This is an optimization exercise on Yosys and OpenROAD, whose aim is small area, a short achievable clock period and few clock cycles, not a production implementation. No functional check of the RTL was part of any run shown here. Power figures rest on the tool's default switching activity, not on a simulated workload.

`flow/constraint.sdc`:
```
create_clock -name core_clock -period 11.0 [get_ports {clk}]
set_input_delay 2.2000 -clock core_clock [delete_from_list [all_inputs] [get_ports {clk}]]
set_output_delay 2.2000 -clock core_clock [all_outputs]
set_load 0.01 [all_outputs]
```
`flow/standard.sh`:
```
#!/bin/bash
# synth_recipe.tcl (not shown) runs the flow's synth.tcl, then flattens the netlist and writes it again
# the make line also repeats each setting of config.mk as NAME=value (left out here)
make -C /OpenROAD-flow-scripts/flow DESIGN_CONFIG=/design/flow/config.mk WORK_HOME=/design/flow/orfs CLKGATE_MAP_FILE= SYNTH_SCRIPT=/design/flow/synth_recipe.tcl "${@:-finish}"
```
`flow/flow/run.sh`:
```
#!/bin/bash
set -uo pipefail
export SETUP_SLACK_MARGIN=6.0
export BUFFER_PORTS_ARGS="-buffer_cell sky130_fd_sc_hd__buf_2"
bash standard.sh > standard.log 2>&1
```
`flow/design.v`:
```
module fir_mul
(
  input  wire [15:0] a,
  input  wire [8:0]  one,
  input  wire [7:0]  two,
  input  wire [7:0]  neg,
  output wire [15:0] m
);
  wire pp1;
  wire pp2;
  wire pp3;
  wire pp4;
  wire pp5;
  wire pp6;
  wire pp7;
  wire pp8;
  wire pp9;
  wire pp10;
  wire pp11;
  wire pp12;
  wire pp13;
  wire pp14;
  wire pp15;
  wire pp16;
  wire pp17;
  wire pp18;
  wire pp19;
  wire pp20;
  wire pp21;
  wire pp22;
  wire pp23;
  wire pp24;
  wire pp25;
  wire pp26;
  wire pp27;
  wire pp28;
  wire pp29;
  wire pp30;
  wire pp31;
  wire pp32;
  wire pp33;
  wire pp34;
  wire pp35;
  wire pp36;
  wire pp37;
  wire pp38;
  wire pp39;
  wire pp40;
  wire pp41;
  wire pp42;
  wire pp43;
  wire pp44;
  wire pp45;
  wire pp46;
  wire pp47;
  wire pp48;
  wire pp49;
  wire pp50;
  wire pp51;
  wire pp52;
  wire pp53;
  wire pp54;
  wire pp55;
  wire pp56;
  wire pp57;
  wire pp58;
  wire pp59;
  wire pp60;
  wire pp61;
  wire pp62;
  wire pp63;
  wire pp64;
  wire pp65;
  wire pp66;
  wire pp67;
  wire pp68;
  wire pp69;
  wire pp70;
  wire pp71;
  wire pp72;
  wire pp73;
  wire pp74;
  wire pp75;
  wire pp76;
  wire pp77;
  wire pp78;
  wire pp79;
  wire pp80;
  wire pp81;
  wire pp82;
  wire pp83;
  wire pp84;
  wire pp85;
  wire pp86;
  wire pp87;
  wire pp88;
  wire pp89;
  wire pp90;
  wire pp91;
  wire pp92;
  wire pp93;
  wire pp94;
  wire pp95;
  wire pp96;
  wire pp97;
  wire pp98;
  wire pp99;
  wire pp100;
  wire pp101;
  wire pp102;
  wire pp103;
  wire pp104;
  wire pp105;
  wire pp106;
  wire pp107;
  wire pp108;
  wire pp109;
  wire pp110;
  wire pp111;
  wire pp112;
  wire pp113;
  wire pp114;
  wire pp115;
  wire pp116;
  wire pp117;
  wire pp118;
  wire pp119;
  wire pp120;
  wire pp121;
  wire pp122;
  wire pp123;
  wire pp124;
  wire pp125;
  wire pp126;
  wire pp127;
  wire pp128;
  wire pp129;
  wire pp130;
  wire pp131;
  wire pp132;
  wire pp133;
  wire pp134;
  wire pp135;
  wire pp136;
  wire pp137;
  wire pp138;
  wire pp139;
  wire pp140;
  wire pp141;
  wire pp142;
  wire pp143;
  wire pp144;
  wire pp145;
  wire pp146;
  wire pp147;
  wire pp148;
  wire pp149;
  wire pp150;
  wire pp151;
  wire pp152;
  wire s153;
  wire c154;
  wire s155;
  wire c156;
  wire s157;
  wire c158;
  wire s159;
  wire c160;
  wire s161;
  wire c162;
  wire s163;
  wire c164;
  wire s165;
  wire c166;
  wire s167;
  wire c168;
  wire s169;
  wire c170;
  wire s171;
  wire c172;
  wire s173;
  wire c174;
  wire s175;
  wire c176;
  wire s177;
  wire c178;
  wire s179;
  wire c180;
  wire s181;
  wire c182;
  wire s183;
  wire c184;
  wire s185;
  wire c186;
  wire s187;
  wire c188;
  wire s189;
  wire c190;
  wire s191;
  wire c192;
  wire s193;
  wire c194;
  wire s195;
  wire c196;
  wire s197;
  wire c198;
  wire s199;
  wire c200;
  wire s201;
  wire c202;
  wire s203;
  wire c204;
  wire s205;
  wire c206;
  wire s207;
  wire c208;
  wire s209;
  wire c210;
  wire s211;
  wire c212;
  wire s213;
  wire c214;
  wire s215;
  wire c216;
  wire s217;
  wire c218;
  wire s219;
  wire c220;
  wire s221;
  wire c222;
  wire s223;
  wire c224;
  wire s225;
  wire c226;
  wire s227;
  wire c228;
  wire s229;
  wire c230;
  wire s231;
  wire c232;
  wire s233;
  wire c234;
  wire s235;
  wire c236;
  wire s237;
  wire c238;
  wire s239;
  wire c240;
  wire s241;
  wire c242;
  wire s243;
  wire c244;
  wire s245;
  wire c246;
  wire s247;
  wire c248;
  wire s249;
  wire c250;
  wire s251;
  wire c252;
  wire s253;
  wire c254;
  wire s255;
  wire c256;
  wire s257;
  wire c258;
  wire s259;
  wire c260;
  wire s261;
  wire c262;
  wire s263;
  wire c264;
  wire s265;
  wire c266;
  wire s267;
  wire c268;
  wire s269;
  wire c270;
  wire s271;
  wire c272;
  wire s273;
  wire c274;
  wire s275;
  wire c276;
  wire s277;
  wire c278;
  wire s279;
  wire c280;
  wire s281;
  wire c282;
  wire s283;
  wire c284;
  wire s285;
  wire c286;
  wire s287;
  wire c288;
  wire s289;
  wire c290;
  wire s291;
  wire c292;
  wire s293;
  wire c294;
  wire s295;
  wire c296;
  wire s297;
  wire c298;
  wire s299;
  wire c300;
  wire s301;
  wire c302;
  wire s303;
  wire c304;
  wire s305;
  wire c306;
  wire s307;
  wire c308;
  wire s309;
  wire c310;
  wire s311;
  wire c312;
  wire s313;
  wire c314;
  wire s315;
  wire c316;
  wire s317;
  wire c318;
  wire s319;
  wire c320;
  wire s321;
  wire c322;
  wire s323;
  wire c324;
  wire s325;
  wire c326;
  wire s327;
  wire c328;
  wire s329;
  wire c330;
  wire s331;
  wire c332;
  wire s333;
  wire c334;
  wire s335;
  wire c336;
  wire s337;
  wire c338;
  wire s339;
  wire c340;
  wire s341;
  wire c342;
  wire s343;
  wire c344;
  wire s345;
  wire c346;
  wire s347;
  wire c348;
  wire s349;
  wire c350;
  wire s351;
  wire c352;
  wire s353;
  wire c354;
  wire s355;
  wire c356;
  wire s357;
  wire c358;
  wire s359;
  wire c360;
  wire s361;
  wire c362;
  wire s363;
  wire c364;
  wire s365;
  wire c366;
  wire s367;
  wire c368;
  wire s369;
  wire c370;
  wire s371;
  wire c372;
  wire s373;
  wire c374;
  wire s375;
  wire c376;
  wire s377;
  wire c378;
  wire s379;
  wire c380;
  wire s381;
  wire c382;
  wire s383;
  wire c384;
  wire s385;
  wire c386;
  wire s387;
  wire c388;
  wire s389;
  wire c390;
  wire s391;
  wire c392;
  wire s393;
  wire c394;
  wire s395;
  wire c396;
  wire s397;
  wire c398;
  wire s399;
  wire c400;
  wire s401;
  wire c402;
  wire s403;
  wire c404;
  wire s405;
  wire c406;
  wire s407;
  wire c408;
  wire s409;
  wire c410;
  wire s411;
  wire c412;
  wire s413;
  wire c414;
  assign pp1 = ((one[0] & a[0])) ^ neg[0];
  assign pp2 = ((one[0] & a[1]) | (two[0] & a[0])) ^ neg[0];
  assign pp3 = ((one[0] & a[2]) | (two[0] & a[1])) ^ neg[0];
  assign pp4 = ((one[0] & a[3]) | (two[0] & a[2])) ^ neg[0];
  assign pp5 = ((one[0] & a[4]) | (two[0] & a[3])) ^ neg[0];
  assign pp6 = ((one[0] & a[5]) | (two[0] & a[4])) ^ neg[0];
  assign pp7 = ((one[0] & a[6]) | (two[0] & a[5])) ^ neg[0];
  assign pp8 = ((one[0] & a[7]) | (two[0] & a[6])) ^ neg[0];
  assign pp9 = ((one[0] & a[8]) | (two[0] & a[7])) ^ neg[0];
  assign pp10 = ((one[0] & a[9]) | (two[0] & a[8])) ^ neg[0];
  assign pp11 = ((one[0] & a[10]) | (two[0] & a[9])) ^ neg[0];
  assign pp12 = ((one[0] & a[11]) | (two[0] & a[10])) ^ neg[0];
  assign pp13 = ((one[0] & a[12]) | (two[0] & a[11])) ^ neg[0];
  assign pp14 = ((one[0] & a[13]) | (two[0] & a[12])) ^ neg[0];
  assign pp15 = ((one[0] & a[14]) | (two[0] & a[13])) ^ neg[0];
  assign pp16 = ((one[0] & a[15]) | (two[0] & a[14])) ^ neg[0];
  assign pp17 = ((two[0] & a[15])) ^ neg[0];
  assign pp18 = ((one[1] & a[0])) ^ neg[1];
  assign pp19 = ((one[1] & a[1]) | (two[1] & a[0])) ^ neg[1];
  assign pp20 = ((one[1] & a[2]) | (two[1] & a[1])) ^ neg[1];
  assign pp21 = ((one[1] & a[3]) | (two[1] & a[2])) ^ neg[1];
  assign pp22 = ((one[1] & a[4]) | (two[1] & a[3])) ^ neg[1];
  assign pp23 = ((one[1] & a[5]) | (two[1] & a[4])) ^ neg[1];
  assign pp24 = ((one[1] & a[6]) | (two[1] & a[5])) ^ neg[1];
  assign pp25 = ((one[1] & a[7]) | (two[1] & a[6])) ^ neg[1];
  assign pp26 = ((one[1] & a[8]) | (two[1] & a[7])) ^ neg[1];
  assign pp27 = ((one[1] & a[9]) | (two[1] & a[8])) ^ neg[1];
  assign pp28 = ((one[1] & a[10]) | (two[1] & a[9])) ^ neg[1];
  assign pp29 = ((one[1] & a[11]) | (two[1] & a[10])) ^ neg[1];
  assign pp30 = ((one[1] & a[12]) | (two[1] & a[11])) ^ neg[1];
  assign pp31 = ((one[1] & a[13]) | (two[1] & a[12])) ^ neg[1];
  assign pp32 = ((one[1] & a[14]) | (two[1] & a[13])) ^ neg[1];
  assign pp33 = ((one[1] & a[15]) | (two[1] & a[14])) ^ neg[1];
  assign pp34 = ((two[1] & a[15])) ^ neg[1];
  assign pp35 = ((one[2] & a[0])) ^ neg[2];
  assign pp36 = ((one[2] & a[1]) | (two[2] & a[0])) ^ neg[2];
  assign pp37 = ((one[2] & a[2]) | (two[2] & a[1])) ^ neg[2];
  assign pp38 = ((one[2] & a[3]) | (two[2] & a[2])) ^ neg[2];
  assign pp39 = ((one[2] & a[4]) | (two[2] & a[3])) ^ neg[2];
  assign pp40 = ((one[2] & a[5]) | (two[2] & a[4])) ^ neg[2];
  assign pp41 = ((one[2] & a[6]) | (two[2] & a[5])) ^ neg[2];
  assign pp42 = ((one[2] & a[7]) | (two[2] & a[6])) ^ neg[2];
  assign pp43 = ((one[2] & a[8]) | (two[2] & a[7])) ^ neg[2];
  assign pp44 = ((one[2] & a[9]) | (two[2] & a[8])) ^ neg[2];
  assign pp45 = ((one[2] & a[10]) | (two[2] & a[9])) ^ neg[2];
  assign pp46 = ((one[2] & a[11]) | (two[2] & a[10])) ^ neg[2];
  assign pp47 = ((one[2] & a[12]) | (two[2] & a[11])) ^ neg[2];
  assign pp48 = ((one[2] & a[13]) | (two[2] & a[12])) ^ neg[2];
  assign pp49 = ((one[2] & a[14]) | (two[2] & a[13])) ^ neg[2];
  assign pp50 = ((one[2] & a[15]) | (two[2] & a[14])) ^ neg[2];
  assign pp51 = ((two[2] & a[15])) ^ neg[2];
  assign pp52 = ((one[3] & a[0])) ^ neg[3];
  assign pp53 = ((one[3] & a[1]) | (two[3] & a[0])) ^ neg[3];
  assign pp54 = ((one[3] & a[2]) | (two[3] & a[1])) ^ neg[3];
  assign pp55 = ((one[3] & a[3]) | (two[3] & a[2])) ^ neg[3];
  assign pp56 = ((one[3] & a[4]) | (two[3] & a[3])) ^ neg[3];
  assign pp57 = ((one[3] & a[5]) | (two[3] & a[4])) ^ neg[3];
  assign pp58 = ((one[3] & a[6]) | (two[3] & a[5])) ^ neg[3];
  assign pp59 = ((one[3] & a[7]) | (two[3] & a[6])) ^ neg[3];
  assign pp60 = ((one[3] & a[8]) | (two[3] & a[7])) ^ neg[3];
  assign pp61 = ((one[3] & a[9]) | (two[3] & a[8])) ^ neg[3];
  assign pp62 = ((one[3] & a[10]) | (two[3] & a[9])) ^ neg[3];
  assign pp63 = ((one[3] & a[11]) | (two[3] & a[10])) ^ neg[3];
  assign pp64 = ((one[3] & a[12]) | (two[3] & a[11])) ^ neg[3];
  assign pp65 = ((one[3] & a[13]) | (two[3] & a[12])) ^ neg[3];
  assign pp66 = ((one[3] & a[14]) | (two[3] & a[13])) ^ neg[3];
  assign pp67 = ((one[3] & a[15]) | (two[3] & a[14])) ^ neg[3];
  assign pp68 = ((two[3] & a[15])) ^ neg[3];
  assign pp69 = ((one[4] & a[0])) ^ neg[4];
  assign pp70 = ((one[4] & a[1]) | (two[4] & a[0])) ^ neg[4];
  assign pp71 = ((one[4] & a[2]) | (two[4] & a[1])) ^ neg[4];
  assign pp72 = ((one[4] & a[3]) | (two[4] & a[2])) ^ neg[4];
  assign pp73 = ((one[4] & a[4]) | (two[4] & a[3])) ^ neg[4];
  assign pp74 = ((one[4] & a[5]) | (two[4] & a[4])) ^ neg[4];
  assign pp75 = ((one[4] & a[6]) | (two[4] & a[5])) ^ neg[4];
  assign pp76 = ((one[4] & a[7]) | (two[4] & a[6])) ^ neg[4];
  assign pp77 = ((one[4] & a[8]) | (two[4] & a[7])) ^ neg[4];
  assign pp78 = ((one[4] & a[9]) | (two[4] & a[8])) ^ neg[4];
  assign pp79 = ((one[4] & a[10]) | (two[4] & a[9])) ^ neg[4];
  assign pp80 = ((one[4] & a[11]) | (two[4] & a[10])) ^ neg[4];
  assign pp81 = ((one[4] & a[12]) | (two[4] & a[11])) ^ neg[4];
  assign pp82 = ((one[4] & a[13]) | (two[4] & a[12])) ^ neg[4];
  assign pp83 = ((one[4] & a[14]) | (two[4] & a[13])) ^ neg[4];
  assign pp84 = ((one[4] & a[15]) | (two[4] & a[14])) ^ neg[4];
  assign pp85 = ((two[4] & a[15])) ^ neg[4];
  assign pp86 = ((one[5] & a[0])) ^ neg[5];
  assign pp87 = ((one[5] & a[1]) | (two[5] & a[0])) ^ neg[5];
  assign pp88 = ((one[5] & a[2]) | (two[5] & a[1])) ^ neg[5];
  assign pp89 = ((one[5] & a[3]) | (two[5] & a[2])) ^ neg[5];
  assign pp90 = ((one[5] & a[4]) | (two[5] & a[3])) ^ neg[5];
  assign pp91 = ((one[5] & a[5]) | (two[5] & a[4])) ^ neg[5];
  assign pp92 = ((one[5] & a[6]) | (two[5] & a[5])) ^ neg[5];
  assign pp93 = ((one[5] & a[7]) | (two[5] & a[6])) ^ neg[5];
  assign pp94 = ((one[5] & a[8]) | (two[5] & a[7])) ^ neg[5];
  assign pp95 = ((one[5] & a[9]) | (two[5] & a[8])) ^ neg[5];
  assign pp96 = ((one[5] & a[10]) | (two[5] & a[9])) ^ neg[5];
  assign pp97 = ((one[5] & a[11]) | (two[5] & a[10])) ^ neg[5];
  assign pp98 = ((one[5] & a[12]) | (two[5] & a[11])) ^ neg[5];
  assign pp99 = ((one[5] & a[13]) | (two[5] & a[12])) ^ neg[5];
  assign pp100 = ((one[5] & a[14]) | (two[5] & a[13])) ^ neg[5];
  assign pp101 = ((one[5] & a[15]) | (two[5] & a[14])) ^ neg[5];
  assign pp102 = ((two[5] & a[15])) ^ neg[5];
  assign pp103 = ((one[6] & a[0])) ^ neg[6];
  assign pp104 = ((one[6] & a[1]) | (two[6] & a[0])) ^ neg[6];
  assign pp105 = ((one[6] & a[2]) | (two[6] & a[1])) ^ neg[6];
  assign pp106 = ((one[6] & a[3]) | (two[6] & a[2])) ^ neg[6];
  assign pp107 = ((one[6] & a[4]) | (two[6] & a[3])) ^ neg[6];
  assign pp108 = ((one[6] & a[5]) | (two[6] & a[4])) ^ neg[6];
  assign pp109 = ((one[6] & a[6]) | (two[6] & a[5])) ^ neg[6];
  assign pp110 = ((one[6] & a[7]) | (two[6] & a[6])) ^ neg[6];
  assign pp111 = ((one[6] & a[8]) | (two[6] & a[7])) ^ neg[6];
  assign pp112 = ((one[6] & a[9]) | (two[6] & a[8])) ^ neg[6];
  assign pp113 = ((one[6] & a[10]) | (two[6] & a[9])) ^ neg[6];
  assign pp114 = ((one[6] & a[11]) | (two[6] & a[10])) ^ neg[6];
  assign pp115 = ((one[6] & a[12]) | (two[6] & a[11])) ^ neg[6];
  assign pp116 = ((one[6] & a[13]) | (two[6] & a[12])) ^ neg[6];
  assign pp117 = ((one[6] & a[14]) | (two[6] & a[13])) ^ neg[6];
  assign pp118 = ((one[6] & a[15]) | (two[6] & a[14])) ^ neg[6];
  assign pp119 = ((two[6] & a[15])) ^ neg[6];
  assign pp120 = ((one[7] & a[0])) ^ neg[7];
  assign pp121 = ((one[7] & a[1]) | (two[7] & a[0])) ^ neg[7];
  assign pp122 = ((one[7] & a[2]) | (two[7] & a[1])) ^ neg[7];
  assign pp123 = ((one[7] & a[3]) | (two[7] & a[2])) ^ neg[7];
  assign pp124 = ((one[7] & a[4]) | (two[7] & a[3])) ^ neg[7];
  assign pp125 = ((one[7] & a[5]) | (two[7] & a[4])) ^ neg[7];
  assign pp126 = ((one[7] & a[6]) | (two[7] & a[5])) ^ neg[7];
  assign pp127 = ((one[7] & a[7]) | (two[7] & a[6])) ^ neg[7];
  assign pp128 = ((one[7] & a[8]) | (two[7] & a[7])) ^ neg[7];
  assign pp129 = ((one[7] & a[9]) | (two[7] & a[8])) ^ neg[7];
  assign pp130 = ((one[7] & a[10]) | (two[7] & a[9])) ^ neg[7];
  assign pp131 = ((one[7] & a[11]) | (two[7] & a[10])) ^ neg[7];
  assign pp132 = ((one[7] & a[12]) | (two[7] & a[11])) ^ neg[7];
  assign pp133 = ((one[7] & a[13]) | (two[7] & a[12])) ^ neg[7];
  assign pp134 = ((one[7] & a[14]) | (two[7] & a[13])) ^ neg[7];
  assign pp135 = ((one[7] & a[15]) | (two[7] & a[14])) ^ neg[7];
  assign pp136 = ((two[7] & a[15])) ^ neg[7];
  assign pp137 = one[8] & a[0];
  assign pp138 = one[8] & a[1];
  assign pp139 = one[8] & a[2];
  assign pp140 = one[8] & a[3];
  assign pp141 = one[8] & a[4];
  assign pp142 = one[8] & a[5];
  assign pp143 = one[8] & a[6];
  assign pp144 = one[8] & a[7];
  assign pp145 = one[8] & a[8];
  assign pp146 = one[8] & a[9];
  assign pp147 = one[8] & a[10];
  assign pp148 = one[8] & a[11];
  assign pp149 = one[8] & a[12];
  assign pp150 = one[8] & a[13];
  assign pp151 = one[8] & a[14];
  assign pp152 = one[8] & a[15];
  assign s153 = pp11 ^ pp26;
  assign c154 = pp11 & pp26;
  assign s155 = pp12 ^ pp27;
  assign c156 = pp12 & pp27;
  assign s157 = pp13 ^ pp28 ^ pp43;
  assign c158 = (pp13 & pp28) | (pp13 & pp43) | (pp28 & pp43);
  assign s159 = pp58 ^ pp73;
  assign c160 = pp58 & pp73;
  assign s161 = pp14 ^ pp29 ^ pp44;
  assign c162 = (pp14 & pp29) | (pp14 & pp44) | (pp29 & pp44);
  assign s163 = pp59 ^ pp74;
  assign c164 = pp59 & pp74;
  assign s165 = pp15 ^ pp30 ^ pp45;
  assign c166 = (pp15 & pp30) | (pp15 & pp45) | (pp30 & pp45);
  assign s167 = pp60 ^ pp75 ^ pp90;
  assign c168 = (pp60 & pp75) | (pp60 & pp90) | (pp75 & pp90);
  assign s169 = pp105 ^ pp120;
  assign c170 = pp105 & pp120;
  assign s171 = pp16 ^ pp31 ^ pp46;
  assign c172 = (pp16 & pp31) | (pp16 & pp46) | (pp31 & pp46);
  assign s173 = pp61 ^ pp76 ^ pp91;
  assign c174 = (pp61 & pp76) | (pp61 & pp91) | (pp76 & pp91);
  assign s175 = pp106 ^ pp121;
  assign c176 = pp106 & pp121;
  assign s177 = pp17 ^ pp32 ^ pp47;
  assign c178 = (pp17 & pp32) | (pp17 & pp47) | (pp32 & pp47);
  assign s179 = pp62 ^ pp77 ^ pp92;
  assign c180 = (pp62 & pp77) | (pp62 & pp92) | (pp77 & pp92);
  assign s181 = pp107 ^ pp122 ^ pp137;
  assign c182 = (pp107 & pp122) | (pp107 & pp137) | (pp122 & pp137);
  assign s183 = pp33 ^ pp48 ^ pp63;
  assign c184 = (pp33 & pp48) | (pp33 & pp63) | (pp48 & pp63);
  assign s185 = pp78 ^ pp93 ^ pp108;
  assign c186 = (pp78 & pp93) | (pp78 & pp108) | (pp93 & pp108);
  assign s187 = pp123 ^ pp138 ^ neg[0];
  assign c188 = (pp123 & pp138) | (pp123 & neg[0]) | (pp138 & neg[0]);
  assign s189 = pp34 ^ pp49 ^ pp64;
  assign c190 = (pp34 & pp49) | (pp34 & pp64) | (pp49 & pp64);
  assign s191 = pp79 ^ pp94 ^ pp109;
  assign c192 = (pp79 & pp94) | (pp79 & pp109) | (pp94 & pp109);
  assign s193 = pp124 ^ pp139 ^ neg[0];
  assign c194 = (pp124 & pp139) | (pp124 & neg[0]) | (pp139 & neg[0]);
  assign s195 = pp50 ^ pp65 ^ pp80;
  assign c196 = (pp50 & pp65) | (pp50 & pp80) | (pp65 & pp80);
  assign s197 = pp95 ^ pp110 ^ pp125;
  assign c198 = (pp95 & pp110) | (pp95 & pp125) | (pp110 & pp125);
  assign s199 = pp140 ^ ~neg[0] ^ ~neg[1];
  assign c200 = (pp140 & ~neg[0]) | (pp140 & ~neg[1]) | (~neg[0] & ~neg[1]);
  assign s201 = pp51 ^ pp66 ^ pp81;
  assign c202 = (pp51 & pp66) | (pp51 & pp81) | (pp66 & pp81);
  assign s203 = pp96 ^ pp111 ^ pp126;
  assign c204 = (pp96 & pp111) | (pp96 & pp126) | (pp111 & pp126);
  assign s205 = pp141 ^ 1'b1;
  assign c206 = pp141 & 1'b1;
  assign s207 = pp67 ^ pp82 ^ pp97;
  assign c208 = (pp67 & pp82) | (pp67 & pp97) | (pp82 & pp97);
  assign s209 = pp112 ^ pp127 ^ pp142;
  assign c210 = (pp112 & pp127) | (pp112 & pp142) | (pp127 & pp142);
  assign s211 = pp68 ^ pp83 ^ pp98;
  assign c212 = (pp68 & pp83) | (pp68 & pp98) | (pp83 & pp98);
  assign s213 = pp113 ^ pp128;
  assign c214 = pp113 & pp128;
  assign s215 = pp84 ^ pp99 ^ pp114;
  assign c216 = (pp84 & pp99) | (pp84 & pp114) | (pp99 & pp114);
  assign s217 = pp85 ^ pp100;
  assign c218 = pp85 & pp100;
  assign s219 = pp7 ^ pp22;
  assign c220 = pp7 & pp22;
  assign s221 = pp8 ^ pp23;
  assign c222 = pp8 & pp23;
  assign s223 = pp9 ^ pp24 ^ pp39;
  assign c224 = (pp9 & pp24) | (pp9 & pp39) | (pp24 & pp39);
  assign s225 = pp54 ^ pp69;
  assign c226 = pp54 & pp69;
  assign s227 = pp10 ^ pp25 ^ pp40;
  assign c228 = (pp10 & pp25) | (pp10 & pp40) | (pp25 & pp40);
  assign s229 = pp55 ^ pp70;
  assign c230 = pp55 & pp70;
  assign s231 = s153 ^ pp41 ^ pp56;
  assign c232 = (s153 & pp41) | (s153 & pp56) | (pp41 & pp56);
  assign s233 = pp71 ^ pp86 ^ neg[5];
  assign c234 = (pp71 & pp86) | (pp71 & neg[5]) | (pp86 & neg[5]);
  assign s235 = c154 ^ s155 ^ pp42;
  assign c236 = (c154 & s155) | (c154 & pp42) | (s155 & pp42);
  assign s237 = pp57 ^ pp72 ^ pp87;
  assign c238 = (pp57 & pp72) | (pp57 & pp87) | (pp72 & pp87);
  assign s239 = c156 ^ s157 ^ s159;
  assign c240 = (c156 & s157) | (c156 & s159) | (s157 & s159);
  assign s241 = pp88 ^ pp103 ^ neg[6];
  assign c242 = (pp88 & pp103) | (pp88 & neg[6]) | (pp103 & neg[6]);
  assign s243 = c158 ^ c160 ^ s161;
  assign c244 = (c158 & c160) | (c158 & s161) | (c160 & s161);
  assign s245 = s163 ^ pp89 ^ pp104;
  assign c246 = (s163 & pp89) | (s163 & pp104) | (pp89 & pp104);
  assign s247 = c162 ^ c164 ^ s165;
  assign c248 = (c162 & c164) | (c162 & s165) | (c164 & s165);
  assign s249 = s167 ^ s169 ^ neg[7];
  assign c250 = (s167 & s169) | (s167 & neg[7]) | (s169 & neg[7]);
  assign s251 = c166 ^ c168 ^ c170;
  assign c252 = (c166 & c168) | (c166 & c170) | (c168 & c170);
  assign s253 = s171 ^ s173 ^ s175;
  assign c254 = (s171 & s173) | (s171 & s175) | (s173 & s175);
  assign s255 = c172 ^ c174 ^ c176;
  assign c256 = (c172 & c174) | (c172 & c176) | (c174 & c176);
  assign s257 = s177 ^ s179 ^ s181;
  assign c258 = (s177 & s179) | (s177 & s181) | (s179 & s181);
  assign s259 = c178 ^ c180 ^ c182;
  assign c260 = (c178 & c180) | (c178 & c182) | (c180 & c182);
  assign s261 = s183 ^ s185 ^ s187;
  assign c262 = (s183 & s185) | (s183 & s187) | (s185 & s187);
  assign s263 = c184 ^ c186 ^ c188;
  assign c264 = (c184 & c186) | (c184 & c188) | (c186 & c188);
  assign s265 = s189 ^ s191 ^ s193;
  assign c266 = (s189 & s191) | (s189 & s193) | (s191 & s193);
  assign s267 = c190 ^ c192 ^ c194;
  assign c268 = (c190 & c192) | (c190 & c194) | (c192 & c194);
  assign s269 = s195 ^ s197 ^ s199;
  assign c270 = (s195 & s197) | (s195 & s199) | (s197 & s199);
  assign s271 = c196 ^ c198 ^ c200;
  assign c272 = (c196 & c198) | (c196 & c200) | (c198 & c200);
  assign s273 = s201 ^ s203 ^ s205;
  assign c274 = (s201 & s203) | (s201 & s205) | (s203 & s205);
  assign s275 = c202 ^ c204 ^ c206;
  assign c276 = (c202 & c204) | (c202 & c206) | (c204 & c206);
  assign s277 = s207 ^ s209 ^ ~neg[2];
  assign c278 = (s207 & s209) | (s207 & ~neg[2]) | (s209 & ~neg[2]);
  assign s279 = c208 ^ c210 ^ s211;
  assign c280 = (c208 & c210) | (c208 & s211) | (c210 & s211);
  assign s281 = s213 ^ pp143 ^ 1'b1;
  assign c282 = (s213 & pp143) | (s213 & 1'b1) | (pp143 & 1'b1);
  assign s283 = c212 ^ c214 ^ s215;
  assign c284 = (c212 & c214) | (c212 & s215) | (c214 & s215);
  assign s285 = pp129 ^ pp144 ^ ~neg[3];
  assign c286 = (pp129 & pp144) | (pp129 & ~neg[3]) | (pp144 & ~neg[3]);
  assign s287 = c216 ^ s217 ^ pp115;
  assign c288 = (c216 & s217) | (c216 & pp115) | (s217 & pp115);
  assign s289 = pp130 ^ pp145 ^ 1'b1;
  assign c290 = (pp130 & pp145) | (pp130 & 1'b1) | (pp145 & 1'b1);
  assign s291 = c218 ^ pp101 ^ pp116;
  assign c292 = (c218 & pp101) | (c218 & pp116) | (pp101 & pp116);
  assign s293 = pp131 ^ pp146 ^ ~neg[4];
  assign c294 = (pp131 & pp146) | (pp131 & ~neg[4]) | (pp146 & ~neg[4]);
  assign s295 = pp102 ^ pp117 ^ pp132;
  assign c296 = (pp102 & pp117) | (pp102 & pp132) | (pp117 & pp132);
  assign s297 = pp147 ^ 1'b1;
  assign c298 = pp147 & 1'b1;
  assign s299 = pp118 ^ pp133 ^ pp148;
  assign c300 = (pp118 & pp133) | (pp118 & pp148) | (pp133 & pp148);
  assign s301 = pp119 ^ pp134;
  assign c302 = pp119 & pp134;
  assign s303 = pp5 ^ pp20;
  assign c304 = pp5 & pp20;
  assign s305 = pp6 ^ pp21;
  assign c306 = pp6 & pp21;
  assign s307 = s219 ^ pp37 ^ pp52;
  assign c308 = (s219 & pp37) | (s219 & pp52) | (pp37 & pp52);
  assign s309 = c220 ^ s221 ^ pp38;
  assign c310 = (c220 & s221) | (c220 & pp38) | (s221 & pp38);
  assign s311 = c222 ^ s223 ^ s225;
  assign c312 = (c222 & s223) | (c222 & s225) | (s223 & s225);
  assign s313 = c224 ^ c226 ^ s227;
  assign c314 = (c224 & c226) | (c224 & s227) | (c226 & s227);
  assign s315 = c228 ^ c230 ^ s231;
  assign c316 = (c228 & c230) | (c228 & s231) | (c230 & s231);
  assign s317 = c232 ^ c234 ^ s235;
  assign c318 = (c232 & c234) | (c232 & s235) | (c234 & s235);
  assign s319 = c236 ^ c238 ^ s239;
  assign c320 = (c236 & c238) | (c236 & s239) | (c238 & s239);
  assign s321 = c240 ^ c242 ^ s243;
  assign c322 = (c240 & c242) | (c240 & s243) | (c242 & s243);
  assign s323 = c244 ^ c246 ^ s247;
  assign c324 = (c244 & c246) | (c244 & s247) | (c246 & s247);
  assign s325 = c248 ^ c250 ^ s251;
  assign c326 = (c248 & c250) | (c248 & s251) | (c250 & s251);
  assign s327 = c252 ^ c254 ^ s255;
  assign c328 = (c252 & c254) | (c252 & s255) | (c254 & s255);
  assign s329 = c256 ^ c258 ^ s259;
  assign c330 = (c256 & c258) | (c256 & s259) | (c258 & s259);
  assign s331 = c260 ^ c262 ^ s263;
  assign c332 = (c260 & c262) | (c260 & s263) | (c262 & s263);
  assign s333 = c264 ^ c266 ^ s267;
  assign c334 = (c264 & c266) | (c264 & s267) | (c266 & s267);
  assign s335 = c268 ^ c270 ^ s271;
  assign c336 = (c268 & c270) | (c268 & s271) | (c270 & s271);
  assign s337 = c272 ^ c274 ^ s275;
  assign c338 = (c272 & c274) | (c272 & s275) | (c274 & s275);
  assign s339 = c276 ^ c278 ^ s279;
  assign c340 = (c276 & c278) | (c276 & s279) | (c278 & s279);
  assign s341 = c280 ^ c282 ^ s283;
  assign c342 = (c280 & c282) | (c280 & s283) | (c282 & s283);
  assign s343 = c284 ^ c286 ^ s287;
  assign c344 = (c284 & c286) | (c284 & s287) | (c286 & s287);
  assign s345 = c288 ^ c290 ^ s291;
  assign c346 = (c288 & c290) | (c288 & s291) | (c290 & s291);
  assign s347 = c292 ^ c294 ^ s295;
  assign c348 = (c292 & c294) | (c292 & s295) | (c294 & s295);
  assign s349 = c296 ^ c298 ^ s299;
  assign c350 = (c296 & c298) | (c296 & s299) | (c298 & s299);
  assign s351 = c300 ^ s301 ^ pp149;
  assign c352 = (c300 & s301) | (c300 & pp149) | (s301 & pp149);
  assign s353 = c302 ^ pp135 ^ pp150;
  assign c354 = (c302 & pp135) | (c302 & pp150) | (pp135 & pp150);
  assign s355 = pp136 ^ pp151;
  assign c356 = pp136 & pp151;
  assign s357 = pp3 ^ pp18;
  assign c358 = pp3 & pp18;
  assign s359 = pp4 ^ pp19;
  assign c360 = pp4 & pp19;
  assign s361 = s303 ^ pp35 ^ neg[2];
  assign c362 = (s303 & pp35) | (s303 & neg[2]) | (pp35 & neg[2]);
  assign s363 = c304 ^ s305 ^ pp36;
  assign c364 = (c304 & s305) | (c304 & pp36) | (s305 & pp36);
  assign s365 = c306 ^ s307 ^ neg[3];
  assign c366 = (c306 & s307) | (c306 & neg[3]) | (s307 & neg[3]);
  assign s367 = c308 ^ s309 ^ pp53;
  assign c368 = (c308 & s309) | (c308 & pp53) | (s309 & pp53);
  assign s369 = c310 ^ s311 ^ neg[4];
  assign c370 = (c310 & s311) | (c310 & neg[4]) | (s311 & neg[4]);
  assign s371 = c312 ^ s313 ^ s229;
  assign c372 = (c312 & s313) | (c312 & s229) | (s313 & s229);
  assign s373 = c314 ^ s315 ^ s233;
  assign c374 = (c314 & s315) | (c314 & s233) | (s315 & s233);
  assign s375 = c316 ^ s317 ^ s237;
  assign c376 = (c316 & s317) | (c316 & s237) | (s317 & s237);
  assign s377 = c318 ^ s319 ^ s241;
  assign c378 = (c318 & s319) | (c318 & s241) | (s319 & s241);
  assign s379 = c320 ^ s321 ^ s245;
  assign c380 = (c320 & s321) | (c320 & s245) | (s321 & s245);
  assign s381 = c322 ^ s323 ^ s249;
  assign c382 = (c322 & s323) | (c322 & s249) | (s323 & s249);
  assign s383 = c324 ^ s325 ^ s253;
  assign c384 = (c324 & s325) | (c324 & s253) | (s325 & s253);
  assign s385 = c326 ^ s327 ^ s257;
  assign c386 = (c326 & s327) | (c326 & s257) | (s327 & s257);
  assign s387 = c328 ^ s329 ^ s261;
  assign c388 = (c328 & s329) | (c328 & s261) | (s329 & s261);
  assign s389 = c330 ^ s331 ^ s265;
  assign c390 = (c330 & s331) | (c330 & s265) | (s331 & s265);
  assign s391 = c332 ^ s333 ^ s269;
  assign c392 = (c332 & s333) | (c332 & s269) | (s333 & s269);
  assign s393 = c334 ^ s335 ^ s273;
  assign c394 = (c334 & s335) | (c334 & s273) | (s335 & s273);
  assign s395 = c336 ^ s337 ^ s277;
  assign c396 = (c336 & s337) | (c336 & s277) | (s337 & s277);
  assign s397 = c338 ^ s339 ^ s281;
  assign c398 = (c338 & s339) | (c338 & s281) | (s339 & s281);
  assign s399 = c340 ^ s341 ^ s285;
  assign c400 = (c340 & s341) | (c340 & s285) | (s341 & s285);
  assign s401 = c342 ^ s343 ^ s289;
  assign c402 = (c342 & s343) | (c342 & s289) | (s343 & s289);
  assign s403 = c344 ^ s345 ^ s293;
  assign c404 = (c344 & s345) | (c344 & s293) | (s345 & s293);
  assign s405 = c346 ^ s347 ^ s297;
  assign c406 = (c346 & s347) | (c346 & s297) | (s347 & s297);
  assign s407 = c348 ^ s349 ^ ~neg[5];
  assign c408 = (c348 & s349) | (c348 & ~neg[5]) | (s349 & ~neg[5]);
  assign s409 = c350 ^ s351 ^ 1'b1;
  assign c410 = (c350 & s351) | (c350 & 1'b1) | (s351 & 1'b1);
  assign s411 = c352 ^ s353 ^ ~neg[6];
  assign c412 = (c352 & s353) | (c352 & ~neg[6]) | (s353 & ~neg[6]);
  assign s413 = c354 ^ s355 ^ 1'b1;
  assign c414 = (c354 & s355) | (c354 & 1'b1) | (s355 & 1'b1);
  wire [30:0] r0 = {c412, c410, c408, c406, c404, c402, c400, c398, c396, c394, c392, c390, c388, c386, c384, c382, c380, c378, c376, c374, c372, c370, c368, c366, c364, c362, c360, c358, s357, pp2, pp1};
  wire [30:0] r1 = {s413, s411, s409, s407, s405, s403, s401, s399, s397, s395, s393, s391, s389, s387, s385, s383, s381, s379, s377, s375, s373, s371, s369, s367, s365, s363, s361, s359, neg[1], 1'b0, neg[0]};
  wire [30:0] g0 = r0 & r1;
  wire [30:0] p0 = r0 ^ r1;
  wire G1 = g0[1] | (p0[1] & g0[0]);
  wire P1 = p0[1] & p0[0];
  wire G2 = g0[3] | (p0[3] & g0[2]);
  wire P2 = p0[3] & p0[2];
  wire G3 = g0[5] | (p0[5] & g0[4]);
  wire P3 = p0[5] & p0[4];
  wire G4 = g0[7] | (p0[7] & g0[6]);
  wire P4 = p0[7] & p0[6];
  wire G5 = g0[9] | (p0[9] & g0[8]);
  wire P5 = p0[9] & p0[8];
  wire G6 = g0[11] | (p0[11] & g0[10]);
  wire P6 = p0[11] & p0[10];
  wire G7 = g0[13] | (p0[13] & g0[12]);
  wire P7 = p0[13] & p0[12];
  wire G8 = g0[15] | (p0[15] & g0[14]);
  wire P8 = p0[15] & p0[14];
  wire G9 = g0[17] | (p0[17] & g0[16]);
  wire P9 = p0[17] & p0[16];
  wire G10 = g0[19] | (p0[19] & g0[18]);
  wire P10 = p0[19] & p0[18];
  wire G11 = g0[21] | (p0[21] & g0[20]);
  wire P11 = p0[21] & p0[20];
  wire G12 = g0[23] | (p0[23] & g0[22]);
  wire P12 = p0[23] & p0[22];
  wire G13 = g0[25] | (p0[25] & g0[24]);
  wire P13 = p0[25] & p0[24];
  wire G14 = g0[27] | (p0[27] & g0[26]);
  wire P14 = p0[27] & p0[26];
  wire G15 = g0[29] | (p0[29] & g0[28]);
  wire P15 = p0[29] & p0[28];
  wire G16 = G2 | (P2 & G1);
  wire P16 = P2 & P1;
  wire G17 = G4 | (P4 & G3);
  wire P17 = P4 & P3;
  wire G18 = G6 | (P6 & G5);
  wire P18 = P6 & P5;
  wire G19 = G8 | (P8 & G7);
  wire P19 = P8 & P7;
  wire G20 = G10 | (P10 & G9);
  wire P20 = P10 & P9;
  wire G21 = G12 | (P12 & G11);
  wire P21 = P12 & P11;
  wire G22 = G14 | (P14 & G13);
  wire P22 = P14 & P13;
  wire G23 = G17 | (P17 & G16);
  wire P23 = P17 & P16;
  wire G24 = G19 | (P19 & G18);
  wire P24 = P19 & P18;
  wire G25 = G21 | (P21 & G20);
  wire P25 = P21 & P20;
  wire G26 = G24 | (P24 & G23);
  wire P26 = P24 & P23;
  wire G27 = G25 | (P25 & G26);
  wire P27 = P25 & P26;
  wire G28 = G18 | (P18 & G23);
  wire P28 = P18 & P23;
  wire G29 = G20 | (P20 & G26);
  wire P29 = P20 & P26;
  wire G30 = G22 | (P22 & G27);
  wire P30 = P22 & P27;
  wire G31 = G3 | (P3 & G16);
  wire P31 = P3 & P16;
  wire G32 = G5 | (P5 & G23);
  wire P32 = P5 & P23;
  wire G33 = G7 | (P7 & G28);
  wire P33 = P7 & P28;
  wire G34 = G9 | (P9 & G26);
  wire P34 = P9 & P26;
  wire G35 = G11 | (P11 & G29);
  wire P35 = P11 & P29;
  wire G36 = G13 | (P13 & G27);
  wire P36 = P13 & P27;
  wire G37 = G15 | (P15 & G30);
  wire P37 = P15 & P30;
  wire G38 = g0[2] | (p0[2] & G1);
  wire P38 = p0[2] & P1;
  wire G39 = g0[4] | (p0[4] & G16);
  wire P39 = p0[4] & P16;
  wire G40 = g0[6] | (p0[6] & G31);
  wire P40 = p0[6] & P31;
  wire G41 = g0[8] | (p0[8] & G23);
  wire P41 = p0[8] & P23;
  wire G42 = g0[10] | (p0[10] & G32);
  wire P42 = p0[10] & P32;
  wire G43 = g0[12] | (p0[12] & G28);
  wire P43 = p0[12] & P28;
  wire G44 = g0[14] | (p0[14] & G33);
  wire P44 = p0[14] & P33;
  wire G45 = g0[16] | (p0[16] & G26);
  wire P45 = p0[16] & P26;
  wire G46 = g0[18] | (p0[18] & G34);
  wire P46 = p0[18] & P34;
  wire G47 = g0[20] | (p0[20] & G29);
  wire P47 = p0[20] & P29;
  wire G48 = g0[22] | (p0[22] & G35);
  wire P48 = p0[22] & P35;
  wire G49 = g0[24] | (p0[24] & G27);
  wire P49 = p0[24] & P27;
  wire G50 = g0[26] | (p0[26] & G36);
  wire P50 = p0[26] & P36;
  wire G51 = g0[28] | (p0[28] & G30);
  wire P51 = p0[28] & P30;
  wire G52 = g0[30] | (p0[30] & G37);
  wire P52 = p0[30] & P37;
  assign m[0] = p0[15] ^ G44;
  assign m[1] = p0[16] ^ G26;
  assign m[2] = p0[17] ^ G45;
  assign m[3] = p0[18] ^ G34;
  assign m[4] = p0[19] ^ G46;
  assign m[5] = p0[20] ^ G29;
  assign m[6] = p0[21] ^ G47;
  assign m[7] = p0[22] ^ G35;
  assign m[8] = p0[23] ^ G48;
  assign m[9] = p0[24] ^ G27;
  assign m[10] = p0[25] ^ G49;
  assign m[11] = p0[26] ^ G36;
  assign m[12] = p0[27] ^ G50;
  assign m[13] = p0[28] ^ G30;
  assign m[14] = p0[29] ^ G51;
  assign m[15] = p0[30] ^ G37;
endmodule
module fir_booth
(
  input  wire [15:0] b,
  output wire [8:0]  one,
  output wire [7:0]  two,
  output wire [7:0]  neg
);
  wire [16:0] bx = {b, 1'b0};
  genvar i;
  generate
    for (i = 0; i < 8; i = i + 1) begin : dig
      wire h = bx[2*i+2], m = bx[2*i+1], l = bx[2*i];
      assign one[i] = m ^ l;
      assign two[i] = (h & ~m & ~l) | (~h & m & l);
      assign neg[i] = h & ~(m & l);
    end
  endgenerate
  assign one[8] = b[15];
endmodule
module ahb_lite_fir_filter
(
  input  wire        clk,
  input  wire        n_rst,
  input  wire        hsel,
  input  wire [3:0]  haddr,
  input  wire        hsize,
  input  wire [1:0]  htrans,
  input  wire        hwrite,
  input  wire [15:0] hwdata,
  output reg  [15:0] hrdata,
  output reg         hresp
);
  wire xfer   = hsel & (htrans == 2'd2);
  wire wr_ok  = (haddr >= 4'd4) & (haddr <= 4'd14);
  always_comb hresp = xfer & (hwrite ? ~wr_ok : (haddr == 4'd15));
  reg        wp;           
  reg [3:0]  pa;           
  reg        ps;           
  always_ff @(posedge clk, negedge n_rst)
    if (!n_rst) wp <= 1'b0;
    else        wp <= xfer & hwrite & wr_ok;
  always_ff @(posedge clk) begin
    pa <= haddr;
    ps <= hsize;
  end
  wire wlo = wp & (ps | ~pa[0]);
  wire whi = wp & (ps |  pa[0]);
  reg [15:0] smp;                  
  reg [15:0] f0, f1, f2, f3;       
  reg [15:0] c0, c1, c2, c3;       
  reg [15:0] x1, x2;               
  reg        vc, vx1, vx2;         
  reg [17:0] acc;                  
  reg [15:0] res;                  
  reg        err;
  reg [15:0] mr;                   
  reg [15:0] ma;                   
  reg [8:0]  bone;                 
  reg [7:0]  btwo, bneg;
  reg s_0;                         
  reg u;                           
  reg s_c1;                        
  reg s_c2;                        
  reg s_c3;                        
  reg s_a3;                        
  reg g2;                          
  wire sel_smp = pa[3:1] == 3'd2;
  wire start   = wp & sel_smp;
  wire wr14    = wp & (pa == 4'd14);
  wire load    = wr14 & hwdata[0];
  wire [15:0] smp_n = {whi & sel_smp ? hwdata[15:8] : smp[15:8],
                       wlo & sel_smp ? hwdata[7:0]  : smp[7:0]};
  reg  [15:0] bn;
  wire [8:0]  bn_one;
  wire [7:0]  bn_two, bn_neg;
  wire [15:0] m;
  always_comb
    bn = ({16{start & vc}} & c0) | ({16{s_0 & vc}} & c1) |
         ({16{s_c1 & vc}} & c2) | ({16{s_c2 & vc}} & c3);
  fir_booth ENC (.b(bn), .one(bn_one), .two(bn_two), .neg(bn_neg));
  always_ff @(posedge clk) begin
    ma <= ({16{start | wr14 | s_0}} & smp_n) | ({16{s_c1 & vx1}} & x1) |
          ({16{s_c2 & vx2}} & x2);
    bone <= bn_one;
    btwo <= bn_two;
    bneg <= bn_neg;
  end
  fir_mul MUL (.a(ma), .one(bone), .two(btwo), .neg(bneg), .m(m));
  wire        sub  = g2 | s_c3;
  wire [17:0] opa  = s_c2 ? 18'd0 : acc;
  wire [17:0] sum  = sub ? opa - {2'b0, mr} : opa + {2'b0, mr};
  wire err_now = (~acc[17] & acc[16]) | (acc[17] & (mr > acc[15:0]));
  always_ff @(posedge clk)
    mr <= m;
  always_ff @(posedge clk, negedge n_rst) begin
    if (!n_rst) begin
      smp <= '0;
      f0 <= '0; f1 <= '0; f2 <= '0; f3 <= '0;
      vc <= 1'b0; vx1 <= 1'b0; vx2 <= 1'b0;
      acc <= '0;
      res <= '0;
      err <= 1'b0;
      s_0 <= 1'b0; u <= 1'b0; s_c1 <= 1'b0; s_c2 <= 1'b0; s_c3 <= 1'b0;
      s_a3 <= 1'b0; g2 <= 1'b0;
    end else begin
      smp <= smp_n;
      if (wlo && pa[3:1] == 3'd3) f0[7:0]  <= hwdata[7:0];
      if (whi && pa[3:1] == 3'd3) f0[15:8] <= hwdata[15:8];
      if (wlo && pa[3:1] == 3'd4) f1[7:0]  <= hwdata[7:0];
      if (whi && pa[3:1] == 3'd4) f1[15:8] <= hwdata[15:8];
      if (wlo && pa[3:1] == 3'd5) f2[7:0]  <= hwdata[7:0];
      if (whi && pa[3:1] == 3'd5) f2[15:8] <= hwdata[15:8];
      if (wlo && pa[3:1] == 3'd6) f3[7:0]  <= hwdata[7:0];
      if (whi && pa[3:1] == 3'd6) f3[15:8] <= hwdata[15:8];
      if (start) begin
        vx1 <= 1'b1;
        vx2 <= vx1;
      end
      if (load)
        vc <= 1'b1;
      s_0  <= start | load;
      u    <= start;
      s_c1 <= s_0;
      g2   <= s_0 & u;
      s_c2 <= s_c1;
      s_c3 <= s_c2;
      s_a3 <= s_c3;
      if (load)
        err <= 1'b0;
      else if (g2)
        err <= err_now;
      if (g2)
        res <= sum[17] ? 16'd0 - sum[15:0] : sum[15:0];
      if (s_c2 | s_c3 | s_a3)
        acc <= sum;
    end
  end
  always_ff @(posedge clk) begin
    if (start) begin
      x1 <= smp;
      x2 <= x1;
    end
    if (load) begin
      c0 <= f0; c1 <= f1; c2 <= f2; c3 <= f3;
    end
  end
  reg [7:0] blo, bhi;
  always_comb begin
    case (pa[3:1])
      3'd0:    begin blo = {7'b0, s_0}; bhi = {7'b0, g2 ? err_now : err}; end
      3'd1:    begin blo = res[7:0];     bhi = res[15:8];   end
      3'd2:    begin blo = smp[7:0];     bhi = smp[15:8];   end
      3'd3:    begin blo = f0[7:0];      bhi = f0[15:8];    end
      3'd4:    begin blo = f1[7:0];      bhi = f1[15:8];    end
      3'd5:    begin blo = f2[7:0];      bhi = f2[15:8];    end
      3'd6:    begin blo = f3[7:0];      bhi = f3[15:8];    end
      default: begin blo = 8'd0;         bhi = 8'd0;        end
    endcase
    hrdata = {(ps | pa[0]) ? bhi : 8'd0, (ps | ~pa[0]) ? blo : 8'd0};
  end
endmodule
```
`flow/config.mk`:
```
export PLATFORM = sky130hd
export DESIGN_NAME = ahb_lite_fir_filter
export DESIGN_NICKNAME = ahb_lite_fir_filter
export VERILOG_FILES = /design/flow/design.v
export SDC_FILE = /design/flow/constraint.sdc
export NUM_CORES = 4
export LEC_CHECK = 0
export CAP_MARGIN = 20
export CORE_MARGIN = 2
export CORE_UTILIZATION = 40
export CTS_BUF_LIST = sky130_fd_sc_hd__clkbuf_16
export CTS_CLUSTER_DIAMETER = 80
export CTS_CLUSTER_SIZE = 25
export SLEW_MARGIN = 20
```
==> results of run 1 <==
cell type report:
type                            instances  share of cell area, %
Inverter                              186                   3.30
Timing Repair Buffer                  150                   5.05
Clock buffer                           19                   2.23
Clock inverter                         12                  0.574
Sequential cell                       284                   34.8
Tap cell                              607                   3.55
Multi-Input combinational cell       1176                   50.5
kinds of logic (layout without fill, tap and decap cells):
group           count (synthesis)  after routing  share of synthesized area [%]
compound gates                382            382                           14.4
simple gates                  310            310                           8.05
buf+inv                       301            367                           6.09
flops                         284            284                           39.0
fa+ha+maj                     202            202                           18.0
xor+xnor                      184            184                           8.67
mux                            98             98                           5.83
critical path, delay by kind of cell (launching register included):
kind,cells,cell delay (ps)
AND/OR/NAND/NOR,2,300
buffers and inverters,3,400
adder cells (fa/ha/maj),1,200
flip-flops,1,390
AO/OA/AOI/OAI,7,1010
synthesized netlist by cell type, types with 10 or more instances:
library cell               instances
sky130_fd_sc_hd__mux2_2           83
sky130_fd_sc_hd__a21oi_1          43
sky130_fd_sc_hd__a21o_1           15
sky130_fd_sc_hd__a22oi_1         183
sky130_fd_sc_hd__nand2_1         106
sky130_fd_sc_hd__or2_2            10
sky130_fd_sc_hd__nor2_1           73
sky130_fd_sc_hd__a31oi_1          24
sky130_fd_sc_hd__and2_1           19
sky130_fd_sc_hd__mux2i_1          14
sky130_fd_sc_hd__dfxtp_1          62
sky130_fd_sc_hd__ha_1             90
sky130_fd_sc_hd__o21ai_0          49
sky130_fd_sc_hd__fa_1            112
sky130_fd_sc_hd__xnor2_1         148
sky130_fd_sc_hd__nand2b_1         20
sky130_fd_sc_hd__xor2_1           35
sky130_fd_sc_hd__nor3_1           15
sky130_fd_sc_hd__inv_1           181
sky130_fd_sc_hd__clkbuf_1        108
sky130_fd_sc_hd__edfxtp_1         96
sky130_fd_sc_hd__dfrtp_1         126
sky130_fd_sc_hd__nand3_1          17
registers in the layout (all words and copies together), names as in the netlist, 9 cells and up:
| signal | count |
|---|---|
| x1 | 16 |
| bone | 9 |
| x2 | 16 |
| c3 | 16 |
| f3 | 16 |
| c1 | 16 |
| f1 | 16 |
| c2 | 16 |
| acc | 18 |
| res | 16 |
| f0 | 16 |
| c0 | 16 |
| f2 | 16 |
| smp | 16 |
| ma | 16 |
| mr | 16 |
metal layers:
metal | up-vias | GRT usage, % | wire (µm)
met5 | - | 0 | 0
met4 | 0 | 5.91 | 1320
met3 | 80 | 2.32 | 3210
met2 | 502 | 33.7 | 24100
met1 | 6872 | 29.1 | 22100
li1 | 6219 | - | -
final timing paths:
path | slack, ps | cells past startpoint | startpoint | end
max | 5970 | 13 | acc[1] | hrdata[8]
min | 400 | 0 | s_c1 | s_c2
max reg2reg | 6020 | 19 | ma[8] | mr[13]
min reg2reg | 400 | 0 | s_c1 | s_c2
max in group asynchronous | 8290 | 2 | n_rst | res[6]
min in group asynchronous | 1620 | 1 | n_rst | err
power groups by stage:
stage               logic [µW]  clock network [µW]  registers (µW)
global placement          1140                   0            1230
finish                    1190                 730            1200
CTS                       1160                 748            1200
global route              1310                 783            1210
detailed placement        1150                   0            1230
floorplan                  855                   0            1210
cells in the final DEF (no fill, tap or decap), types with 10 or more instances in the layout:
| cell | synthesis | routed |
|---|---|---|
| sky130_fd_sc_hd__nor2_1 | 73 | 68 |
| sky130_fd_sc_hd__nor3_1 | 15 | 10 |
| sky130_fd_sc_hd__xor2_1 | 35 | 34 |
| sky130_fd_sc_hd__dfxtp_1 | 62 | 19 |
| sky130_fd_sc_hd__or2_2 | 10 | 10 |
| sky130_fd_sc_hd__nand3_1 | 17 | 17 |
| sky130_fd_sc_hd__a21o_1 | 15 | 15 |
| sky130_fd_sc_hd__nand2b_1 | 20 | 19 |
| sky130_fd_sc_hd__nand2_1 | 106 | 106 |
| sky130_fd_sc_hd__edfxtp_1 | 96 | 96 |
| sky130_fd_sc_hd__a31oi_1 | 24 | 22 |
| sky130_fd_sc_hd__o21ai_0 | 49 | 45 |
| sky130_fd_sc_hd__fa_1 | 112 | 104 |
| sky130_fd_sc_hd__a22oi_1 | 183 | 162 |
| sky130_fd_sc_hd__clkbuf_16 | 0 | 19 |
| sky130_fd_sc_hd__and2_1 | 19 | 19 |
| sky130_fd_sc_hd__inv_1 | 181 | 185 |
| sky130_fd_sc_hd__dfrtp_1 | 126 | 126 |
| sky130_fd_sc_hd__mux2i_1 | 14 | 14 |
| sky130_fd_sc_hd__ha_4 | 0 | 10 |
| sky130_fd_sc_hd__mux2_2 | 83 | 83 |
| sky130_fd_sc_hd__buf_2 | 0 | 41 |
| sky130_fd_sc_hd__xnor2_1 | 148 | 144 |
| sky130_fd_sc_hd__buf_4 | 0 | 100 |
| sky130_fd_sc_hd__ha_1 | 90 | 80 |
| sky130_fd_sc_hd__a22oi_2 | 0 | 21 |
| sky130_fd_sc_hd__a21oi_1 | 43 | 38 |
| sky130_fd_sc_hd__dfxtp_4 | 0 | 38 |
metrics by stage:
| stage | hold slack [ps] | area [µm²] | cells | power, µW |
|---|---|---|---|---|
| after floorplan | 359 | 18800 | 1761 | 2060 |
| after global placement | 377 | 19400 | 2307 | 2370 |
| after detailed placement | 378 | 19400 | 2307 | 2380 |
| after CTS | 406 | 20600 | 2385 | 3110 |
| after global routing | 433 | 21400 | 2434 | 3300 |
| final | 403 | 21400 | 2434 | 3120 |
timing repair:
action / in CTS / in global routing
hold endpoints to repair: 0 / 0
pin swaps: 9 / 36
setup buffers: 47 / 49
resized for setup: 97 / 75
endpoints found under the setup margin: 29 / 38
==> notes.md, run 1 <==
The required time of the critical path is 8800 ps. The remaining number of nets flagged by the antenna check after routing came out at 0. The floorplan has 79 rows.

The post-synthesis cell type count is 63. The number of instances in the synthesized netlist is 1761. STA classifies the critical path startpoint as a flop.

The total die area came out at 48400 µm². The final number of hold-violating endpoints is 0. The layout net count came out at 2045. On the critical path, the stage with the largest delay is an instance of sky130_fd_sc_hd__dfrtp_1. Setup repair after global routing could not meet its margin everywhere.

The setup TNS is 0 ps. The initial antenna violation count came to 1. The fraction of registers with async set/reset came out at 44.4%. The die width came out at 220 µm. The clock sink total came out at 284. During placement, the flow inserted port buffers numbering 43.

The layout filler cell count came out at 4259. The cell chosen for the clock root is sky130_fd_sc_hd__clkbuf_16. The sequential standard cell area came out at 7430 µm². The footprint of the multi-input gates came out at ~11000 µm².

After synthesis, flip-flops and latches occupy 39.0% of the total area. The TritonCTS clock tree is built. The net switching power figure is ~1200 µW. The worst-case clock buffer depth is 3. On the final layout, the worst clock skew is between 20 and 30 ps.

Walking the worst path, the cells encountered are inv_2 > ha_4 > nor2b_1 > o21a_1 > o21a_1 > o21a_1 > o21a_1 > o211ai_1 > a21oi_1 > nor3b_2 > buf_4 > o31ai_4 > buf_2. The worst min-delay path class is flop to flop. The number of nets handed over by synthesis was 1990. The combinational share of power came out at 38.1%.

Entering global routing, the biggest net connects 81 pins. The post-synthesis cell area came out at 18700 µm². TritonCTS created 18 clock buffers. The clock-pin slew on the worst setup and hold paths is 100 ps. The cell area power density is around 150 nW/µm². The weighted congestion reported at the end of routability-driven placement came out at 0.901. After detailed routing, the number of remaining DRC violations is 0. The max-slew violation count is 0. The worst-case vdd ir drop came out at 0.000138 V. The ratio of cells with drive above 1 in the final layout came out at 22.0%. Of the total power, the share spent switching nets is 37.3%. The number of synthesized register bits is about 280. The top cell type by area accounts for 16.9% of the synthesized area. The number of max-cap violations is 0. Sequential cells account for 38.5% of the total power. Dividing the detail-routed wire length by the instance count gives 20.8 µm.

The top achievable clock speed is 0.199 GHz. The wire length of the first global-routing pass came out at 77.5 mm. Before antenna repair, the detailed router went through 5 iterations. The start-to-end type of the worst setup path is flop to output pin. The I/O pin count is 44. The routed wire length came out at 50.7 mm. The number of flops mapped to enable cells by yosys came out at 96. The most used flip-flop cell after synthesis is sky130_fd_sc_hd__dfrtp_1. After floorplanning, the core was sized to cover roughly 46000 µm².

The total global-route track usage is 20.7%. The total number of yosys warnings is 1. The design internal power came out at 1960 µW.

Data on the critical path arrives at its endpoint at around 2800 ps. The repair_antennas step left the layout with diodes totalling 0. The clock period could shrink to 5030 ps. The worst setup path is captured at an output pin. The final setup violation count is 0. Yosys attributes the largest share of cell area to sky130_fd_sc_hd__dfrtp_1 17%, sky130_fd_sc_hd__edfxtp_1 15%, sky130_fd_sc_hd__fa_1 12%, sky130_fd_sc_hd__a22oi_1 7.4%, sky130_fd_sc_hd__xnor2_1 6.9%. The analysis attributes to cell leakage a power of about 0.0089 µW.

The transition time of the tightest slew-check pin came out at 984 ps. Per report_power, the clock group accounts for a little under a quarter of the total. The starting DRC count in detailed routing came out at 1146. The count of H-tree levels built during CTS is 1. The layout-stage area growth over the synthesis result is 14.4%.

The share of the core filled with cells in the final layout came out at 46.1%. For this run, the slowest stage of the critical path takes 390 ps. The via-per-instance ratio is 5.62. Once routing completed, OpenROAD measured the worst setup slack at 5970 ps. The synthesized design spends more area on one cell type than any other, namely sky130_fd_sc_hd__dfrtp_1. The routed layout has between 10000 and 15000 vias. The worst slew margin relative to its limit came out at 34.0%. Counting stages on the worst path, the most repeated cell is sky130_fd_sc_hd__o21a_1. The maximum fanout encountered on the critical timing path came out at 2.

The run finished with no timing, DRC or antenna violations. The clock insertion delay at the later pin of the skew report came out at 530 ps. The number of global-route vias before repair is 13500. The part of the cycle the worst path needs came out at 45.7%. The synthesized area per cell is 10.6 µm². The half-perimeter wire length after detailed placement came out at approximately 35 mm. The number of hold buffers added after CTS is 0.

The die boundary height is 220 µm. The worst slack at placement came out at ~5200 ps. The initial cell density of the core is 40.3%. The sum of overflow across all layers after global routing came out at 0.
==> inputs of run 2 (changes only) <==
--- a/flow/design.v
+++ b/flow/design.v
@@ -1033,2 +1033,14 @@
                        wlo & sel_smp ? hwdata[7:0]  : smp[7:0]};
+  function automatic gt16(input [15:0] a, input [15:0] b);
+    reg [15:0] g, l;
+    integer w, i;
+    g = a & ~b;
+    l = ~a & b;
+    for (w = 1; w < 16; w = w * 2)
+      for (i = 0; i < 16; i = i + 2 * w) begin
+        g[i] = g[i + w] | (~l[i + w] & g[i]);
+        l[i] = l[i + w] | (~g[i + w] & l[i]);
+      end
+    gt16 = g[0];
+  endfunction
   reg  [15:0] bn;
@@ -1052,3 +1064,3 @@
   wire [17:0] sum  = sub ? opa - {2'b0, mr} : opa + {2'b0, mr};
-  wire err_now = (~acc[17] & acc[16]) | (acc[17] & (mr > acc[15:0]));
+  wire err_now = (~acc[17] & acc[16]) | (acc[17] & gt16(mr, acc[15:0]));
   always_ff @(posedge clk)
@@ -1107,15 +1119,23 @@
   end
-  reg [7:0] blo, bhi;
+  reg [6:0] rlo, rhi;
+  wire      rd = xfer & ~hwrite;
+  always_ff @(posedge clk) begin
+    for (int k = 0; k < 7; k++) begin
+      rlo[k] <= rd & (haddr[3:1] == k) & (hsize | ~haddr[0]);
+      rhi[k] <= rd & (haddr[3:1] == k) & (hsize |  haddr[0]);
+    end
+  end
+  wire [15:0] g0 = {7'b0, g2 ? err_now : err, 7'b0, s_0};
+  wire [15:0] r_hl [0:6];
+  assign r_hl[0] = g0;
+  assign r_hl[1] = res;
+  assign r_hl[2] = smp;
+  assign r_hl[3] = f0;
+  assign r_hl[4] = f1;
+  assign r_hl[5] = f2;
+  assign r_hl[6] = f3;
   always_comb begin
-    case (pa[3:1])
-      3'd0:    begin blo = {7'b0, s_0}; bhi = {7'b0, g2 ? err_now : err}; end
-      3'd1:    begin blo = res[7:0];     bhi = res[15:8];   end
-      3'd2:    begin blo = smp[7:0];     bhi = smp[15:8];   end
-      3'd3:    begin blo = f0[7:0];      bhi = f0[15:8];    end
-      3'd4:    begin blo = f1[7:0];      bhi = f1[15:8];    end
-      3'd5:    begin blo = f2[7:0];      bhi = f2[15:8];    end
-      3'd6:    begin blo = f3[7:0];      bhi = f3[15:8];    end
-      default: begin blo = 8'd0;         bhi = 8'd0;        end
-    endcase
-    hrdata = {(ps | pa[0]) ? bhi : 8'd0, (ps | ~pa[0]) ? blo : 8'd0};
+    hrdata = 16'd0;
+    for (int k = 0; k < 7; k++)
+      hrdata = hrdata | ({{8{rhi[k]}}, {8{rlo[k]}}} & r_hl[k]);
   end
==> run 2 against run 1 <==
Area after synthesis grew 1.8%. Register-to-register slack about the same. Wire length is 3.1% lower. Critical path depth decreased by 3. First-iteration DRC count shrank 3.7%. Largest cell class unchanged. Sequential share of layout area rose by 1.4 points. Cell count fell by 0.33%. Non-clock buffer count down 42. Utilization down 0.56 points. Highest routed layer unchanged.
==> notes.md, run 2 <==
A synthesized cell averages roughly 11 µm². Broken down by cell family, the worst path's largest delay share belongs to adder cells. The sum of overflow across all layers after global routing came out at 0. The switching share of power came out at 38.1%. The critical path in this run is classified as flop to output pin. The average wire per cell in the routed design is 20.2 µm.

The portion of the post-synthesis area used by sequential elements is 39.7%. The sequential standard cell area is 7690 µm². The largest register by flop count is acc.

The number of flops mapped to enable cells by yosys came out at 96. The worst-case vdd ir drop is 0.000138 V. The design internal power is approximately 2000 µW. Synthesis inferred 298 register bits. The largest total area in the synthesized netlist belongs to sky130_fd_sc_hd__dfrtp_1. The placeable core region is 46800 µm². The required time of the critical path came out at 8800 ps.

The count of H-tree levels built during CTS is 1. For the final routed database, the setup TNS stands at 0 ps. Setup repair after global routing could not meet its margin everywhere. The proportion of synthesized area in mux cells is 4.97%. The total number of yosys warnings is 1.

Pin placement for this block handled between 40 and 50 I/O pins. The clock network accounts for 23.6% of the total power. The number of max-cap violations is 0. Once the floorplan was initialized, standard cells occupied 40.7% of the core. Setup violations remaining at the end of the flow were counted as 0. The remaining number of nets flagged by the antenna check after routing is 0.

The share of total power dissipated in combinational logic is between 30% and 40%. The adder-cell share of the synthesized area is 17.1%. The die boundary height is 222 µm.

The number of nets in the synthesized netlist is 2018. By area, the combinational part of the netlist is dominated by adder cells. The layout filler cell count came out at 4321. The number of global-route vias before repair came to 13700. The simple-gate share of the synthesized area came out at between 8 and 9%. The worst min-delay path class is flop to flop.

Detailed placement ended at an HPWL of 34.5 mm. After synthesis, the most frequently instantiated cells are 185 x sky130_fd_sc_hd__inv_1, 181 x sky130_fd_sc_hd__a22oi_1, 151 x sky130_fd_sc_hd__xnor2_1. The via-per-instance ratio is 5.59. The total die area is 49300 µm². In the synthesized netlist the async set-or-reset flop fraction comes to 42.3%. The initial antenna violation count came out at 0. The worst slew margin relative to its limit is 28.4%.

The transition time of the tightest slew-check pin is 1070 ps. The biggest cell delay along the critical path is 360 ps. The fraction of power consumed by sequential logic came out at 38.7%. The overall power after layout is 3290 µW.

The part of the cycle the worst path needs is 47.4%. The total global-route track usage is 19.7%. The leakage power came out at 0.00878 µW. The clock sink total came out at ~300. After synthesis the cells add up to 19000 µm². The analysis attributes to net switching a power of ~1300 µW.

The worst-case clock buffer depth is 3. The remaining routing DRC violations came out at 0. With fillers left out, the area of the finished cells amounts to about 21000 µm². The clock period minus final worst setup slack came out at between 5000 and 6000 ps. Clock tree synthesis selected as its root buffer the cell sky130_fd_sc_hd__clkbuf_16. The clock insertion delay at the later pin of the skew report came out at 530 ps. The number of antenna diodes in the final layout is 0.

The synthesized-area fraction occupied by ao, oa, aoi and oai cells is 14.2%. The maximum fanout encountered on the critical timing path is 2. The top achievable clock speed is between 0.15 and 0.2 GHz.

Entering global routing, the biggest net connects 70 pins. The post-synthesis cell type count came out at 78. For this block, the initial DRC count from the detailed router was 1104. Among all stages on the critical path, the largest delay is contributed by sky130_fd_sc_hd__dfxtp_4. The run finished with no timing, DRC or antenna violations. The detailed-routing iteration count for the pre-antenna-repair pass is 5. In this design, the critical path's most frequently occurring cell is sky130_fd_sc_hd__maj3_2. In the layout the commonest cells are 183 x sky130_fd_sc_hd__inv_1, 156 x sky130_fd_sc_hd__a22oi_1, 143 x sky130_fd_sc_hd__xnor2_1.
-- run 2: changes by cell type after synthesis, sizes merged, moves of 9 or more --
cell / change
ha: -16
dfxtp: +14
o21ai: +16
a31oi: -16
maj3: +9
clkbuf: +9
nand3: +16
mux2: -16
-- run 2: power by group through the flow --
stage	combinational (µW)	clock (µW)	sequential, µW
floorplan	900	0	1270
global placement	1210	0	1300
detailed placement	1210	0	1300
CTS	1240	792	1270
global route	1360	832	1280
finish	1240	775	1270
-- run 2: per-stage QoR --
stage	setup slack, ps	std cells	utilization (%)	hold slack, ps
after floorplan	5990	1805	-	359
after global placement	5250	2341	41.9	380
after detailed placement	5160	2341	41.9	395
after CTS	5740	2385	44.1	426
after global routing	5740	2426	45.5	456
final	5780	2426	45.5	428
-- run 2: cell type report --
type / count / area share [%]
well taps: 607 / 3.57
repair buffers: 108 / 3.63
flip-flops and latches: 298 / 36.1
clock inverters: 14 / 0.888
clock buffers: 18 / 2.12
inverters: 190 / 3.37
multi-input cells: 1191 / 50.3
-- run 2: worst paths after layout --
| check | slack, ps | startpoint | to | depth (start not counted) |
|---|---|---|---|---|
| max | 5780 | mr[0] | hrdata[8] | 10 |
| min | 430 | s_c1 | s_c2 | 0 |
| max reg2reg | 6030 | bone[3] | mr[14] | 20 |
| min reg2reg | 430 | s_c1 | s_c2 | 0 |
| max in group asynchronous | 8050 | n_rst | f2[1] | 2 |
| min in group asynchronous | 1680 | n_rst | res[15] | 1 |
-- run 2: cell families after synthesis --
logic type,count (synthesis)
XOR/XNOR,183
AND/OR/NAND/NOR,346
multiplexers,86
AO/OA/AOI/OAI,381
buffers and inverters,316
adder cells (fa/ha/maj),195
flip-flops,298
-- run 2: metal layers --
layer	wire length (µm)	up-vias	GRT usage, %
met1	21900	6789	27.3
li1	-	6237	-
met2	23300	458	33.0
met4	1330	0	5.78
met5	0	-	0
met3	2580	82	1.78
-- run 2: timing repair --
| action | CTS | global route |
|---|---|---|
| hold buffers | 0 | 0 |
| setup endpoints to repair | 19 | 12 |
| gates resized for setup | 106 | 84 |
| pin swaps | 15 | 42 |
| setup buffers | 12 | 41 |
| hold endpoints to repair | 0 | 0 |

Re-timed with assumed drivers on the ports (clkbuf_16 on the clock, buf_2 on other inputs), run 2 has 5.731 ns of setup slack against 5.781 ns with ideal ports, and 6.011 ns once port delays also move by the mid clock arrival of 0.568 ns.
